Source: an optimization exercise on an open RTL-to-GDS flow (aim: small area, a short achievable clock period and few clock cycles per item). Production flows keep margins and buffers that such runs may drop. Only simulation tests tie the RTL to the original design; equivalence was not proved. Power and IR drop assume default switching activity.

File: flow/flow/run.sh
#!/bin/bash
set -euo pipefail
bash standard.sh 'BUFFER_PORTS_ARGS=-buffer_cell sky130_fd_sc_hd__buf_4' \
    'CTS_ARGS=-sink_clustering_enable -repair_clock_nets -sink_clustering_size 20 -sink_clustering_max_diameter 80 -sink_buffer_max_cap_derate 0.05 -dont_use_dummy_load' \
    SETUP_SLACK_MARGIN=6.8 finish > flow_make.log 2>&1
File: flow/standard.sh
#!/bin/bash
# synth_recipe.tcl (not shown) runs the flow's synth.tcl, then flattens the netlist and writes it again
# the make line also repeats each setting of config.mk as NAME=value (left out here)
make -C /OpenROAD-flow-scripts/flow DESIGN_CONFIG=/design/flow/config.mk WORK_HOME=/design/flow/orfs CLKGATE_MAP_FILE= SYNTH_SCRIPT=/design/flow/synth_recipe.tcl "${@:-finish}"
File: flow/config.mk
export PLATFORM = sky130hd
export DESIGN_NAME = qoi_decompressor
export DESIGN_NICKNAME = qoi_decompressor
export VERILOG_FILES = /design/flow/design.v
export SDC_FILE = /design/flow/constraint.sdc
export NUM_CORES = 4
export LEC_CHECK = 0
export CAP_MARGIN = 20
export CORE_MARGIN = 2
export CORE_UTILIZATION = 65
export PLACE_DENSITY = 0.72
export SLEW_MARGIN = 20
File: flow/constraint.sdc
create_clock -name core_clock -period 10.0 [get_ports {clk}]
set_input_delay 2.0000 -clock core_clock [delete_from_list [all_inputs] [get_ports {clk}]]
set_output_delay 2.0000 -clock core_clock [all_outputs]
set_load 0.01 [all_outputs]
File: flow/design.v
module qoi_decompressor (
    input  wire        rstn,
    input  wire        clk,
    output wire        i_tready,
    input  wire        i_tvalid,
    input  wire        i_tlast,
    input  wire [31:0] i_tdata,      
    input  wire        o_tready,
    output reg         o_tvalid,
    output reg         o_tlast,
    output reg  [ 7:0] o_R, o_G, o_B,
    output wire [31:0] o_width, o_height
);
localparam [2:0] H_MAGIC = 3'd0,
                 H_WIDTH = 3'd1,
                 H_HEIGHT= 3'd2,
                 H_2BYTE = 3'd3,
                 S_DATA  = 3'd4,
                 S_FLUSH = 3'd5;
reg  [ 2:0] state;
reg         finished;       
reg  [15:0] width, height;
assign o_width  = {16'd0, width};
assign o_height = {16'd0, height};
reg  [23:0] prev;           
reg  [ 5:0] hp;             
reg  [15:0] xr, yr;         
reg         done;           
reg         skid_v, skid_last;
reg         c1v;
reg  [31:0] c1;             
reg         c2v;
reg         c2_add;         
reg         c2_idx;         
reg         c2_rec;         
reg  [23:0] c2_opnd;
reg  [ 5:0] c2_hv;          
reg  [ 5:0] c2_hv2, c2_hv3;
reg  [ 5:0] c2_run;         
reg         c3v;
reg         c3_add, c3_idx;
reg  [23:0] c3_opnd;
reg  [ 5:0] c3_hv;
reg  [ 5:0] c3_run;         
reg         c3_run0;        
wire fire    = c3v & ~skid_v & ~done;
wire c3_take = fire & c3_run0;
wire c3_free = ~c3v | c3_take;
wire c2_adv  = c2v & c3_free;
wire c2_free = ~c2v | c3_free;
wire s2_adv  = c1v & c2_free;
wire c1_free = ~c1v | s2_adv;
wire o_free  = ~o_tvalid | o_tready;
wire c1v_n      = (state == S_DATA && done) ? 1'b0 : c1_free ? s1_fire : c1v;
wire c2v_n      = done ? 1'b0 : s2_adv ? 1'b1 : c2_adv ? 1'b0 : c2v;
wire c3v_n      = done ? 1'b0 : c2_adv ? 1'b1 : c3_take ? 1'b0 : c3v;
wire c3_run0_n  = c3_free ? (c2_run == 6'd0) : (fire & ~c3_run0) ? (c3_run == 6'd1) : c3_run0;
wire skid_v_n   = o_free ? 1'b0 : fire ? 1'b1 : skid_v;
wire o_tvalid_n = o_free ? (skid_v | fire) : o_tvalid;
reg  [ 1:0] rem_cnt;
reg  [23:0] rem;
function [2:0] clen_of(input [7:0] b);
    clen_of = (b[7:6] == 2'b10) ? 3'd2 :
              (b[7:1] == 7'b1111111) ? 3'd4 : 3'd1;
endfunction
function enough_of(input [7:0] b, input [1:0] n);    
    enough_of = (b[7:1] != 7'b1111111) & ((b[7:6] == 2'b10) ? n[1] : (n != 2'd0));
endfunction
reg         enough;         
wire [55:0] m = (rem_cnt == 2'd0) ? {24'h0, i_tdata                } :
                (rem_cnt == 2'd1) ? {16'h0, i_tdata, rem[ 7:0]} :
                (rem_cnt == 2'd2) ? { 8'h0, i_tdata, rem[15:0]} :
                                    {       i_tdata, rem      } ;
wire [2:0] clen = clen_of(m[7:0]);
wire [6:0] m_rgb, m_luma;
genvar gi;
generate for (gi = 0; gi < 7; gi = gi + 1) begin : g_tag
    assign m_rgb[gi]  = (m[8*gi+7:8*gi+1] == 7'b1111111);
    assign m_luma[gi] = (m[8*gi+7:8*gi+6] == 2'b10);
end endgenerate
wire [1:0] cnt_1 = rem_cnt - 2'd1;
wire [1:0] cnt_2 = rem_cnt - 2'd2;
wire       en_1  = ~m_rgb[1] & (m_luma[1] ? cnt_1[1] : (cnt_1 != 2'd0));
wire       en_2  = ~m_rgb[2] & (m_luma[2] ? cnt_2[1] : (cnt_2 != 2'd0));
wire       en_4  = ~m_rgb[4] & (m_luma[4] ? rem_cnt[1] : (rem_cnt != 2'd0));
wire [1:0] cnt_f    = m_luma[0] ? cnt_2 : m_rgb[0] ? rem_cnt : cnt_1;
wire       enough_f = m_luma[0] ? en_2  : m_rgb[0] ? en_4    : en_1;
reg         it_r;            
assign i_tready = it_r;
wire s1_fire = (state == S_DATA) & ~done & c1_free & (enough | (i_tvalid & ~finished));
wire [15:0] in_be = {i_tdata[23:16], i_tdata[31:24]};    
reg  [ 2:0] state_n;
reg         finished_n;
reg  [ 1:0] rem_cnt_n;
reg  [23:0] rem_n;
reg         enough_n;
always @(*) begin
    state_n    = state;
    finished_n = finished;
    rem_cnt_n  = rem_cnt;
    rem_n      = rem;
    enough_n   = enough;
    case (state)
        H_MAGIC : if (i_tvalid) state_n = H_WIDTH;
        H_WIDTH : if (i_tvalid & ~o_tvalid) state_n = H_HEIGHT;
        H_HEIGHT: if (i_tvalid) state_n = H_2BYTE;
        H_2BYTE : if (i_tvalid) begin
            state_n    = S_DATA;
            finished_n = 1'b0;
            rem_cnt_n  = 2'd2;
            rem_n      = {8'h0, i_tdata[31:16]};
            enough_n   = enough_of(i_tdata[23:16], 2'd2);
        end
        S_DATA  : if (done) begin
            state_n   = finished ? H_MAGIC : S_FLUSH;
            rem_cnt_n = 2'd0;
            enough_n  = 1'b0;
        end else if (s1_fire) begin
            if (~enough) finished_n = i_tlast;
            rem_cnt_n = cnt_f;    
            rem_n     = m_luma[0] ? m[39:16] : m_rgb[0] ? m[55:32] : m[31:8];
            enough_n  = enough_f;
        end
        default : if (i_tvalid & i_tlast) state_n = H_MAGIC;    
    endcase
end
always @(posedge clk or negedge rstn)
    if (~rstn) begin
        state    <= H_MAGIC;
        finished <= 1'b0;
        rem_cnt  <= 2'd0;
        enough   <= 1'b0;
        c1v      <= 1'b0;
        it_r     <= 1'b1;
    end else begin
        state    <= state_n;
        finished <= finished_n;
        rem_cnt  <= rem_cnt_n;
        enough   <= enough_n;
        c1v      <= c1v_n;
        it_r     <= ((state_n != H_WIDTH) & (state_n != S_DATA)) |
                    ((state_n == H_WIDTH) & ~o_tvalid_n) |
                    ((state_n == S_DATA) & ~finished_n & ~(done | (fire & last)) & ~enough_n &
                     (~c1v_n | ~c2v_n | ~c3v_n | (~skid_v_n & c3_run0_n)));
    end
always @(posedge clk) begin
    if (state == H_WIDTH && ~o_tvalid) width <= in_be;
    if (state == H_HEIGHT) height <= in_be;
    rem <= rem_n;
    if (c1_free) c1 <= m[31:0];
end
reg  [17:0] tab [0:63];     
wire [ 7:0] t0 = c1[7:0];
wire [ 5:0] ci = t0[5:0];
wire [17:0] te = tab[ci];
wire        f2 = (ci == hp);
wire [23:0] tv = f2 ? prev : {te, ci - 6'd53};
wire [ 7:0] df_r = {6'd0, t0[5:4]} - 8'd2;
wire [ 7:0] df_g = {6'd0, t0[3:2]} - 8'd2;
wire [ 7:0] df_b = {6'd0, t0[1:0]} - 8'd2;
wire [ 5:0] df_h1 = {3'd0, t0[5:4], 1'b0} + {4'd0, t0[5:4]};                 
wire [ 5:0] df_h2 = {2'd0, t0[3:2], 2'b0} + {4'd0, t0[3:2]};                 
wire [ 5:0] df_h3 = {1'b0, t0[1:0], 3'b0} + 6'd34 - {4'd0, t0[1:0]};         
wire [ 5:0] lu_u = t0[5:0];
wire [ 3:0] lu_1 = c1[15:12];
wire [ 3:0] lu_2 = c1[11: 8];
wire [ 7:0] lu_g = {2'd0, lu_u} - 8'd32;
wire [ 7:0] lu_r = {2'd0, lu_u} + {4'd0, lu_1} - 8'd40;
wire [ 7:0] lu_b = {2'd0, lu_u} + {4'd0, lu_2} - 8'd40;
wire [ 5:0] lu_h1 = {lu_u[1:0] + 2'd1, 4'd0} - lu_u;                        
wire [ 5:0] lu_h2 = {1'b0, lu_1, 1'b0} + {2'd0, lu_1};                       
wire [ 5:0] lu_h3 = {lu_2[2:0], 3'd0} - {2'd0, lu_2};                        
wire [23:0] rgb_lit = {c1[15:8], c1[23:16], c1[31:24]};
wire [ 5:0] rgb_h1 = {c1[12:8], 1'b0} + c1[13:8];                           
wire [ 5:0] rgb_h2 = {c1[19:16], 2'b0} + c1[21:16];                         
wire [ 5:0] rgb_h3 = {c1[26:24] + 3'd6, 3'd5} - c1[29:24];                  
always @(posedge clk or negedge rstn)
    if (~rstn) c2v <= 1'b0;
    else c2v <= c2v_n;
always @(posedge clk)
    if (c2_free) begin
        c2_run <= 6'd0;
        c2_rec <= 1'b0;
        c2_hv2 <= 6'd0;
        c2_hv3 <= 6'd0;
        case (t0[7:6])
            2'b00: begin
                c2_add <= 1'b0; c2_idx <= 1'b1; c2_rec <= ~f2;
                c2_opnd <= tv;
                c2_hv <= ci;
            end
            2'b01: begin
                c2_add <= 1'b1; c2_idx <= 1'b0;
                c2_opnd <= {df_r, df_g, df_b};
                c2_hv <= df_h1; c2_hv2 <= df_h2; c2_hv3 <= df_h3;
            end
            2'b10: begin
                c2_add <= 1'b1; c2_idx <= 1'b0;
                c2_opnd <= {lu_r, lu_g, lu_b};
                c2_hv <= lu_h1; c2_hv2 <= lu_h2; c2_hv3 <= lu_h3;
            end
            default: if (t0[5:1] != 5'b11111) begin
                c2_add <= 1'b1; c2_idx <= 1'b0;
                c2_opnd <= 24'd0;
                c2_hv <= 6'd0;
                c2_run <= ci;
            end else begin
                c2_add <= 1'b0; c2_idx <= 1'b0;
                c2_opnd <= rgb_lit;
                c2_hv <= rgb_h1; c2_hv2 <= rgb_h2; c2_hv3 <= rgb_h3;
            end
        endcase
    end
wire [ 5:0] e_l1 = c2_opnd[21:16];
wire [ 5:0] e_l2 = c2_opnd[13: 8];
wire [ 5:0] e_h  = c2_opnd[ 5: 0];
wire [ 5:0] e_r  = {e_h[4:0], 1'b0} - {e_l1[3:0], 2'b0} - e_l2;
wire [ 5:0] e_g  = e_l1 + {e_l2[4:0], 1'b0} - e_h;
wire [ 5:0] e_b  = e_l1 - e_l2;
wire [23:0] e_v  = {c2_opnd[23:22], e_r, c2_opnd[15:14], e_g, c2_opnd[7:6], e_b};
wire        f3  = c2_idx & (c2_hv == hp);
always @(posedge clk or negedge rstn)
    if (~rstn) c3v <= 1'b0;
    else c3v <= c3v_n;
always @(posedge clk)
    if (c3_free) begin
        c3_add  <= c2_add;
        c3_idx  <= c2_idx;
        c3_hv   <= c2_hv + c2_hv2 + c2_hv3;
        c3_run  <= c2_run;
        c3_run0 <= (c2_run == 6'd0);
        c3_opnd <= f3 ? prev : c2_rec ? e_v : c2_opnd;
    end else if (fire & ~c3_run0) begin
        c3_run  <= c3_run - 6'd1;
        c3_run0 <= (c3_run == 6'd1);
    end
wire [ 7:0] a_r = prev[23:16] + c3_opnd[23:16];
wire [ 7:0] a_g = prev[15: 8] + c3_opnd[15: 8];
wire [ 7:0] a_b = prev[ 7: 0] + c3_opnd[ 7: 0];
wire        fwd = c3_idx & (c3_hv == hp);
wire [23:0] p   = c3_add ? {a_r, a_g, a_b} : fwd ? prev : c3_opnd;
wire [ 5:0] hpn = c3_add ? hp + c3_hv : c3_hv;
wire        x1  = (xr == 16'd1);
wire        last = x1 & (yr == 16'd1);
always @(posedge clk)
    if (state == H_HEIGHT) begin
        prev <= 24'd0;
        hp   <= 6'd53;
        xr   <= width;
        yr   <= in_be;
    end else if (fire) begin
        prev <= p;
        hp   <= hpn;
        if (x1) begin
            xr <= width;
            yr <= yr - 16'd1;
        end else
            xr <= xr - 16'd1;
    end
always @(posedge clk or negedge rstn)
    if (~rstn) done <= 1'b1;
    else if (state == H_HEIGHT) done <= 1'b0;
    else if (fire & last) done <= 1'b1;
wire [ 5:0] w_l2 = prev[21:16] + {prev[12:8], 1'b0} + {prev[4:0], 1'b0};
wire [ 5:0] w_l1 = prev[21:16] + {prev[12:8], 1'b0} + {prev[4:0], 1'b0} + prev[5:0];
always @(posedge clk)
    tab[hp] <= {prev[23:22], w_l1, prev[15:14], w_l2, prev[7:6]};
always @(posedge clk or negedge rstn)
    if (~rstn) begin
        o_tvalid <= 1'b0;
        skid_v   <= 1'b0;
    end else begin
        o_tvalid <= o_tvalid_n;
        skid_v   <= skid_v_n;
    end
always @(posedge clk)
    if (o_free) begin
        {o_R, o_G, o_B} <= skid_v ? prev : p;
        o_tlast         <= skid_v ? skid_last : last;
    end else if (fire)
        skid_last <= last;
endmodule
==> run_summary.xml, run 1 <==
<?xml version="1.0" encoding="UTF-8"?>
<metrics>
  <group name="floorplanning">
    <metric name="die_area" unit="sq mm">0.0993</metric>
    <metric name="fp.dieW" unit="um">315</metric>
    <metric name="ports_placed_on_the_boundary" unit="">128</metric>
    <metric name="floorplan.initialDensity" unit="%">65.4</metric>
    <metric name="number_of_rows_created_at_floorplan" unit="">114</metric>
    <metric name="die_h" unit="um">315</metric>
    <metric name="coreArea" unit="sq mm">0.0963</metric>
  </group>
  <group name="power">
    <metric name="clkPwrFrac" unit="%">12.0</metric>
    <metric name="netSwitchingFraction" unit="%">38.9</metric>
    <metric name="share_seq_of_total_power" unit="%">41.4</metric>
    <metric name="combinational_power_share" unit="%">46.6</metric>
    <metric name="worst_ir_drop_vdd" unit="V">0.000608</metric>
    <metric name="cellInternalPower" unit="mW">16.1</metric>
    <metric name="p_sw" unit="mW">10.2</metric>
    <metric name="pwr_density_cell" unit="mW/mm^2">382</metric>
    <metric name="power.static_leakage" unit="nW">23.2</metric>
  </group>
  <group name="sta">
    <metric name="clock-skew-final" unit="ns">0.0935</metric>
    <metric name="achievable-frequency" unit="MHz">291</metric>
    <metric name="setup_viol" unit="">0</metric>
    <metric name="hold_viol_final" unit="">0</metric>
    <metric name="rsz0062_at_grt" unit="">yes</metric>
    <metric name="final_max_slew_viol_count" unit="">0</metric>
    <metric name="final_min_period_over_clock_period" unit="%">34.4</metric>
    <metric name="post-route-min-period" unit="ns">3.44</metric>
    <metric name="setup_tns" unit="ns">0</metric>
    <metric name="worstMarginPinSlew" unit="ns">1.06</metric>
    <metric name="timing.slew.headroom" unit="%">29.6</metric>
  </group>
  <group name="synth">
    <metric name="synth_async_sr_flop_share" unit="%">0.974</metric>
    <metric name="synth_top_cell_by_area" unit="">sky130_fd_sc_hd__edfxtp_1</metric>
    <metric name="post_synth_num_cell_types" unit="">81</metric>
    <metric name="synth_flop_cell" unit="">sky130_fd_sc_hd__edfxtp_1</metric>
    <metric name="synth_enable_flop_cells" unit="">1387</metric>
    <metric name="syn_avg_cell_area" unit="sq um">16.3</metric>
    <metric name="synth.yosys.warnings" unit="">1</metric>
    <metric name="synth_register_bits" unit="">1438</metric>
    <metric name="synth.cells.most_frequent" unit="">sky130_fd_sc_hd__edfxtp_1, sky130_fd_sc_hd__mux4_2, sky130_fd_sc_hd__nand2_1</metric>
    <metric name="seq_area_frac_synth" unit="%">67.9</metric>
    <metric name="synth_most_common_cell" unit="">sky130_fd_sc_hd__edfxtp_1</metric>
    <metric name="synthDominantCellAreaShare" unit="%">66.2</metric>
    <metric name="cells_after_synth" unit="">3850</metric>
    <metric name="mappedNetlistArea" unit="sq mm">0.0629</metric>
    <metric name="post_synth_main_area_contributors" unit="">sky130_fd_sc_hd__edfxtp_1, sky130_fd_sc_hd__mux4_2, sky130_fd_sc_hd__ha_1, sky130_fd_sc_hd__o21ai_0, sky130_fd_sc_hd__mux2i_1</metric>
  </group>
  <group name="clock_tree">
    <metric name="clock_latency" unit="ns">0.85</metric>
    <metric name="cts_hold_buffers" unit="">0</metric>
    <metric name="cts_max_path_buffers" unit="">3</metric>
    <metric name="ctsRootBufferMaster" unit="">sky130_fd_sc_hd__clkbuf_8</metric>
    <metric name="clock-sinks" unit="">1438</metric>
    <metric name="cts-htree-levels" unit="">3</metric>
    <metric name="clk_pin_slew" unit="ns">0.09</metric>
    <metric name="cts_tree" unit="">yes</metric>
    <metric name="cts-buffers-inserted" unit="">83</metric>
  </group>
  <group name="routing">
    <metric name="vias" unit="">36400</metric>
    <metric name="initialDrtViolationCount" unit="">5324</metric>
    <metric name="detail_route.drc_violations" unit="">0</metric>
    <metric name="drtPass1Iterations" unit="">9</metric>
    <metric name="drt-vias-per-instance" unit="">6.88</metric>
    <metric name="antenna_left" unit="">0</metric>
    <metric name="detail_route.wirelength" unit="mm">167</metric>
    <metric name="route.detailed.wl_per_inst" unit="um">31.5</metric>
  </group>
  <group name="critical_path">
    <metric name="worst_endpoint_data_arrival_time" unit="ns">1.44</metric>
    <metric name="start_kind" unit="">flop</metric>
    <metric name="critical_path.n_buffers_inverters" unit="">1</metric>
    <metric name="required" unit="ns">8.00</metric>
    <metric name="path_class" unit="">flop to primary output</metric>
    <metric name="worstPathCellList" unit="">buf_6</metric>
    <metric name="worstPathMaxFanout" unit="">1</metric>
    <metric name="crit-reg2reg-capture" unit="">c2_opnd[6]</metric>
    <metric name="worst_reg2reg_path_depth" unit="">6</metric>
    <metric name="timing.critical_path.slowest_cell_delay" unit="ns">0.55</metric>
    <metric name="worst_path_dominant_cell_family" unit="">flip-flops</metric>
    <metric name="cp_slowest_cell" unit="">sky130_fd_sc_hd__dfstp_2</metric>
    <metric name="worst_setup_path_end_kind" unit="">primary output</metric>
    <metric name="reg_to_reg_setup_timing_slack" unit="ns">6.77</metric>
  </group>
  <group name="global_routing">
    <metric name="grt_overflow" unit="">0</metric>
    <metric name="grt_pass1_wl" unit="mm">240</metric>
    <metric name="grt.total_usage" unit="%">33.6</metric>
    <metric name="number_of_antenna_violations_at_the_first_check_in_global_routing" unit="">10</metric>
    <metric name="via_count_of_the_first_global_routing_pass" unit="">35400</metric>
    <metric name="grt_start_max_net_pins" unit="">72</metric>
  </group>
  <group name="final_layout">
    <metric name="fin_util" unit="%">71.6</metric>
    <metric name="drive_above_1_share" unit="%">20.9</metric>
    <metric name="area_delta_synth_final" unit="%">9.47</metric>
    <metric name="fin_nets" unit="">4187</metric>
  </group>
  <group name="worst_hold_path">
    <metric name="min_from" unit="">c2_add</metric>
    <metric name="hold_path_depth" unit="">0</metric>
    <metric name="worst_hold_path_type" unit="">flop to flop</metric>
    <metric name="hold_end" unit="">c3_add</metric>
  </group>
  <group name="place">
    <metric name="globalplace.congestion" unit="">0.932</metric>
    <metric name="place_hpwl" unit="mm">100</metric>
    <metric name="port_buffers" unit="">95</metric>
  </group>
  <group name="outcome">
    <metric name="status" unit="">complete, no violations</metric>
  </group>
  <group name="job">
    <metric name="max_cap_viol_count" unit="">0</metric>
  </group>
</metrics>
[area by class of cell]
cell class	count	area (sq um)
antenna	3	7.51
fill	6050	27400
timing repair buffer	290	2900
tap	1276	1600
inverter	124	475
clock buffer	83	1980
sequential	1438	42800
multi-input combinational	2076	19200
[cells in the final DEF (no fill, tap or decap), types with 78 or more instances in the layout]
| cell type | n |
|---|---|
| sky130_fd_sc_hd__nor2_1 | 147 |
| sky130_fd_sc_hd__edfxtp_1 | 1387 |
| sky130_fd_sc_hd__inv_1 | 117 |
| sky130_fd_sc_hd__ha_1 | 100 |
| sky130_fd_sc_hd__buf_4 | 190 |
| sky130_fd_sc_hd__mux2i_1 | 100 |
| sky130_fd_sc_hd__o21ai_0 | 151 |
| sky130_fd_sc_hd__nand2_1 | 261 |
| sky130_fd_sc_hd__a21oi_1 | 152 |
| sky130_fd_sc_hd__xnor2_1 | 78 |
| sky130_fd_sc_hd__mux4_2 | 297 |
[per-stage QoR]
stage	instances	setup slack (ns)	hold WS [ns]	cell area [sq um]	total power [mW]
after floorplan	3881	6.34	0.400	63300	17.7
after global placement	5132	5.50	0.409	65400	21.1
after detailed placement	5134	5.49	0.405	65400	21.6
after CTS	5275	6.50	0.424	68500	25.8
after global routing	5288	6.50	0.436	68900	27.4
final	5290	6.56	0.423	68900	26.3
[logic make-up after synthesis]
logic type | synth area share [%]
AOI/OAI and AO/OA | 6.83
DFF | 67.9
and+or+nand+nor | 4.95
xor gates and xnor gates | 1.70
adders and majority gates | 3.11
other | 0.00596
buffers and inverters | 2.81
muxes | 12.7
[power groups by stage]
stage,clock network [mW],logic [mW],registers (mW)
after floorplan,0,6.89,10.8
after global placement,0,9.96,11.1
after detailed placement,0,10.5,11.2
after CTS,3.20,11.8,10.9
after global routing,3.39,13.0,11.0
final,3.17,12.3,10.9
[worst max-delay path by stage]
stage | startpoint | endpoint | slack, ns | cells after the start
final | it_r | i_tready | 6.56 | 1
after global routing | it_r | i_tready | 6.50 | 1
after CTS | it_r | i_tready | 6.50 | 1
after detailed placement | flop | c2_opnd[12] | 5.49 | 9
after global placement | flop | c2_opnd[12] | 5.50 | 9
after floorplan | prev[1] | tab[0][15] | 6.34 | 8
[sequential cells by signal, indices dropped and copies added, names as in the netlist, 24 cells and up, named ones only]
register / flops
tab: 1152
prev: 24
c2_opnd: 24
c3_opnd: 24
rem: 24
c1: 32
[routing by layer]
layer  GRT usage, %  routed length (um)
met1           47.4               61500
met2           53.3               80000
met3           6.41               18100
met4           11.9                6990
met5              0                  54
[timing repair]
item / 4_1_cts / 5_1_grt
endpoints found under the setup margin: 433 / 229
buffers inserted: 54 / 10
hold endpoints to repair: 0 / 0
gates resized for setup: 109 / 53
pin swaps: 11 / 7
cloned: 4 / 2
Testbench counts, summed over its fixed seeds: cycles 49,382, pixels 48,510.
==> run 2, diff against run 1 <==
--- a/flow/config.mk
+++ b/flow/config.mk
@@ -11,2 +11,3 @@
 export PLACE_DENSITY = 0.72
 export SLEW_MARGIN = 20
+export TNS_END_PERCENT = 20
==> run 2 against run 1 <==
Utilization decreased by 0.43 points. Routed wire length decreased by 1.2%. Critical path depth unchanged. Critical path type unchanged.
==> run_summary.xml, run 2 <==
<?xml version="1.0" encoding="UTF-8"?>
<metrics>
  <group name="global_routing">
    <metric name="grt_overflow" unit="">0</metric>
    <metric name="grt_start_max_net_pins" unit="">119</metric>
    <metric name="via_count_of_the_first_global_routing_pass" unit="">35400</metric>
    <metric name="grt_pass1_wl" unit="mm">238</metric>
    <metric name="grt.total_usage" unit="%">33.3</metric>
    <metric name="number_of_antenna_violations_at_the_first_check_in_global_routing" unit="">9</metric>
  </group>
  <group name="floorplanning">
    <metric name="die_area" unit="sq mm">0.0993</metric>
    <metric name="floorplan.initialDensity" unit="%">65.4</metric>
    <metric name="die_h" unit="um">315</metric>
    <metric name="fp.dieW" unit="um">315</metric>
    <metric name="number_of_rows_created_at_floorplan" unit="">114</metric>
    <metric name="coreArea" unit="sq mm">0.0963</metric>
    <metric name="ports_placed_on_the_boundary" unit="">128</metric>
  </group>
  <group name="critical_path">
    <metric name="worst_path_dominant_cell_family" unit="">flip-flops</metric>
    <metric name="required" unit="ns">8.00</metric>
    <metric name="worstPathCellList" unit="">buf_6</metric>
    <metric name="worst_setup_path_startpoint" unit="">it_r</metric>
    <metric name="cp_slowest_cell" unit="">sky130_fd_sc_hd__dfstp_2</metric>
    <metric name="worstPathMaxFanout" unit="">1</metric>
    <metric name="critical_path.n_buffers_inverters" unit="">1</metric>
    <metric name="start_kind" unit="">flop</metric>
    <metric name="crit_cells" unit="">1</metric>
    <metric name="worst_setup_path_end_kind" unit="">primary output</metric>
    <metric name="timing.critical_path.slowest_cell_delay" unit="ns">0.55</metric>
    <metric name="worst_reg2reg_path_depth" unit="">5</metric>
    <metric name="worst_endpoint_data_arrival_time" unit="ns">1.44</metric>
    <metric name="path_class" unit="">flop to primary output</metric>
  </group>
  <group name="synth">
    <metric name="syn_avg_cell_area" unit="sq um">16.3</metric>
    <metric name="synth.cells.most_frequent" unit="">sky130_fd_sc_hd__edfxtp_1, sky130_fd_sc_hd__mux4_2, sky130_fd_sc_hd__nand2_1</metric>
    <metric name="synth_flop_cell" unit="">sky130_fd_sc_hd__edfxtp_1</metric>
    <metric name="synth_register_bits" unit="">1438</metric>
    <metric name="synth_async_sr_flop_share" unit="%">0.974</metric>
    <metric name="cells_after_synth" unit="">3850</metric>
    <metric name="synth_most_common_cell" unit="">sky130_fd_sc_hd__edfxtp_1</metric>
    <metric name="synth_top_cell_by_area" unit="">sky130_fd_sc_hd__edfxtp_1</metric>
    <metric name="synthDominantCellAreaShare" unit="%">66.2</metric>
    <metric name="post_synth_num_cell_types" unit="">81</metric>
    <metric name="synth.yosys.warnings" unit="">1</metric>
    <metric name="post_synth_main_area_contributors" unit="">sky130_fd_sc_hd__edfxtp_1, sky130_fd_sc_hd__mux4_2, sky130_fd_sc_hd__ha_1, sky130_fd_sc_hd__o21ai_0, sky130_fd_sc_hd__mux2i_1</metric>
    <metric name="mappedNetlistArea" unit="sq mm">0.0629</metric>
    <metric name="synth_enable_flop_cells" unit="">1387</metric>
    <metric name="seq_area_frac_synth" unit="%">67.9</metric>
  </group>
  <group name="clock_tree">
    <metric name="clk_pin_slew" unit="ns">0.09</metric>
    <metric name="cts-buffers-inserted" unit="">83</metric>
    <metric name="cts_hold_buffers" unit="">0</metric>
    <metric name="ctsRootBufferMaster" unit="">sky130_fd_sc_hd__clkbuf_8</metric>
    <metric name="cts-htree-levels" unit="">3</metric>
    <metric name="clock-sinks" unit="">1438</metric>
    <metric name="cts_max_path_buffers" unit="">3</metric>
    <metric name="cts_tree" unit="">yes</metric>
    <metric name="clock_latency" unit="ns">0.88</metric>
  </group>
  <group name="sta">
    <metric name="setup_tns" unit="ns">0</metric>
    <metric name="achievable-frequency" unit="MHz">291</metric>
    <metric name="timing.slew.headroom" unit="%">29.8</metric>
    <metric name="post-route-min-period" unit="ns">3.44</metric>
    <metric name="final_max_slew_viol_count" unit="">0</metric>
    <metric name="clock-skew-final" unit="ns">0.134</metric>
    <metric name="rsz0062_at_grt" unit="">yes</metric>
    <metric name="final_min_period_over_clock_period" unit="%">34.4</metric>
    <metric name="setup_viol" unit="">0</metric>
    <metric name="hold_viol_final" unit="">0</metric>
    <metric name="worstMarginPinSlew" unit="ns">1.05</metric>
  </group>
  <group name="place">
    <metric name="place_hpwl" unit="mm">99.4</metric>
    <metric name="globalplace.congestion" unit="">0.928</metric>
    <metric name="port_buffers" unit="">95</metric>
    <metric name="dpl.cell_count" unit="">5140</metric>
  </group>
  <group name="final_layout">
    <metric name="filler_cell_count" unit="">6082</metric>
    <metric name="layout_commonest_cell" unit="">sky130_fd_sc_hd__edfxtp_1</metric>
    <metric name="largest_register_ff_count" unit="">1152</metric>
    <metric name="fin_util" unit="%">71.1</metric>
    <metric name="fin_cells" unit="">5281</metric>
    <metric name="layout_common_cells" unit="">sky130_fd_sc_hd__edfxtp_1, sky130_fd_sc_hd__mux4_2, sky130_fd_sc_hd__nand2_1</metric>
    <metric name="fin_nets" unit="">4176</metric>
    <metric name="largest_registers" unit="">tab: 1152 flops, c1: 32 flops</metric>
    <metric name="area_delta_synth_final" unit="%">8.82</metric>
    <metric name="drive_above_1_share" unit="%">20.3</metric>
    <metric name="registers.top_by_ff_count" unit="">tab</metric>
  </group>
  <group name="routing">
    <metric name="drt-vias-per-instance" unit="">6.89</metric>
    <metric name="route.detailed.wl_per_inst" unit="um">31.2</metric>
    <metric name="initialDrtViolationCount" unit="">5303</metric>
    <metric name="detail_route.wirelength" unit="mm">165</metric>
    <metric name="vias" unit="">36400</metric>
    <metric name="drtPass1Iterations" unit="">9</metric>
    <metric name="detail_route.drc_violations" unit="">0</metric>
    <metric name="antenna_left" unit="">0</metric>
  </group>
  <group name="power">
    <metric name="combinational_power_share" unit="%">46.3</metric>
    <metric name="cellInternalPower" unit="mW">16.0</metric>
    <metric name="p_sw" unit="mW">10.1</metric>
    <metric name="power.static_leakage" unit="nW">23.0</metric>
    <metric name="clkPwrFrac" unit="%">12.2</metric>
    <metric name="pwr_density_cell" unit="mW/mm^2">381</metric>
    <metric name="share_seq_of_total_power" unit="%">41.5</metric>
    <metric name="worst_ir_drop_vdd" unit="V">0.000601</metric>
    <metric name="netSwitchingFraction" unit="%">38.6</metric>
  </group>
  <group name="worst_hold_path">
    <metric name="worst_hold_path_type" unit="">flop to flop</metric>
    <metric name="hold_path_depth" unit="">0</metric>
    <metric name="min_from" unit="">c2_add</metric>
  </group>
  <group name="job">
    <metric name="max_cap_viol_count" unit="">0</metric>
  </group>
  <group name="outcome">
    <metric name="status" unit="">complete, no violations</metric>
  </group>
</metrics>
-- run 2: changes by cell type in the layout (fill, tap and decap cells not counted), moves of 4 or more --
cell / change
sky130_fd_sc_hd__buf_12: -6
sky130_fd_sc_hd__buf_6: -55
sky130_fd_sc_hd__o21ai_1: -45
sky130_fd_sc_hd__o21ai_0: +45
sky130_fd_sc_hd__a21oi_1: +4
sky130_fd_sc_hd__buf_4: +47
-- run 2: cells by family after synthesis --
logic type                 count (synthesis)  synth area share [%]
adders and majority gates                138                  3.11
other                                      1               0.00596
DFF                                     1438                  67.9
and+or+nand+nor                          684                  4.95
xor gates and xnor gates                 122                  1.70
buffers and inverters                    368                  2.81
AOI/OAI and AO/OA                        680                  6.83
muxes                                    419                  12.7
-- run 2: area by class of cell --
type                            instances  area [sq um]  area share [%]
Antenna cell                            5          12.5          0.0183
Clock buffer                           83          1980            2.88
Inverter                              124           465           0.680
Multi-Input combinational cell       2077         19100            27.8
Sequential cell                      1438         42800            62.5
Tap cell                             1276          1600            2.33
Timing Repair Buffer                  278          2590            3.78
-- run 2: power by group through the flow --
| stage | logic (mW) | registers [mW] | clock network [mW] |
|---|---|---|---|
| after floorplan | 6.86 | 10.8 | 0 |
| after global placement | 10.1 | 11.0 | 0 |
| after detailed placement | 10.5 | 11.0 | 0 |
| after CTS | 11.8 | 10.8 | 3.21 |
| after global routing | 12.8 | 10.9 | 3.40 |
| final | 12.1 | 10.8 | 3.18 |
-- run 2: through the flow --
step | worst slack [ns] | instance area [sq um] | total power, mW | hold slack [ns]
after global routing | 6.50 | 68500 | 27.1 | 0.443
after global placement | 5.56 | 65400 | 21.1 | 0.415
after CTS | 6.50 | 68200 | 25.8 | 0.441
after floorplan | 6.34 | 63200 | 17.7 | 0.400
after detailed placement | 5.51 | 65500 | 21.5 | 0.421
final | 6.56 | 68500 | 26.1 | 0.438
-- run 2: worst paths after layout --
path | to | slack (ns)
max | i_tready | 6.56
min reg2reg | c3_add | 0.44
min | c3_add | 0.44
max in group asynchronous | done | 8.72
min in group asynchronous | rem_cnt[1] | 1.04
max reg2reg | c2_opnd[23] | 6.68
-- run 2: timing repair --
action / in CTS / in global routing
cloned: 8 / 2
resized for setup: 68 / 26
buffers inserted: 22 / 21
pin swaps: 9 / 7
endpoints found under the setup margin: 430 / 354
-- run 2: layer usage --
| layer | routed length (um) | track usage, % |
|---|---|---|
| met5 | 30 | 0 |
| met4 | 6550 | 12.3 |
| met3 | 16700 | 6.35 |
| met2 | 79300 | 52.7 |
| met1 | 62100 | 47.0 |

re-timing with driven ports:
No port has a modelled driver above. Below, the same layouts with a new extraction and two added sets of constraints.
Step 1: set_driving_cell puts a clkbuf_16 on clk and a buf_2 on each other input, an assumption about the parent block.
Step 2, shift: input delay + t, output delay - t, t = (earliest + latest rising clock arrival at the registers) / 2. This alone moves slack from input paths to output paths.
a / b / c = ideal ports / drivers / drivers and shift; a / b = the first two.
run | t, ns | slack for setup (ns) | worst data-port slew with drivers (ns) | cell pins on the clock port's net
run 1 | 0.869 | 6.561 / 6.491 / 5.944 | 0.08 | 1
run 2 | 0.879 | 6.560 / 6.495 / 6.076 | 0.08 | 1
After both steps every run listed still meets setup and hold. The setup slack of run 1, which loses most, moves by -0.070 ns with the drivers and by -0.617 ns with both steps.
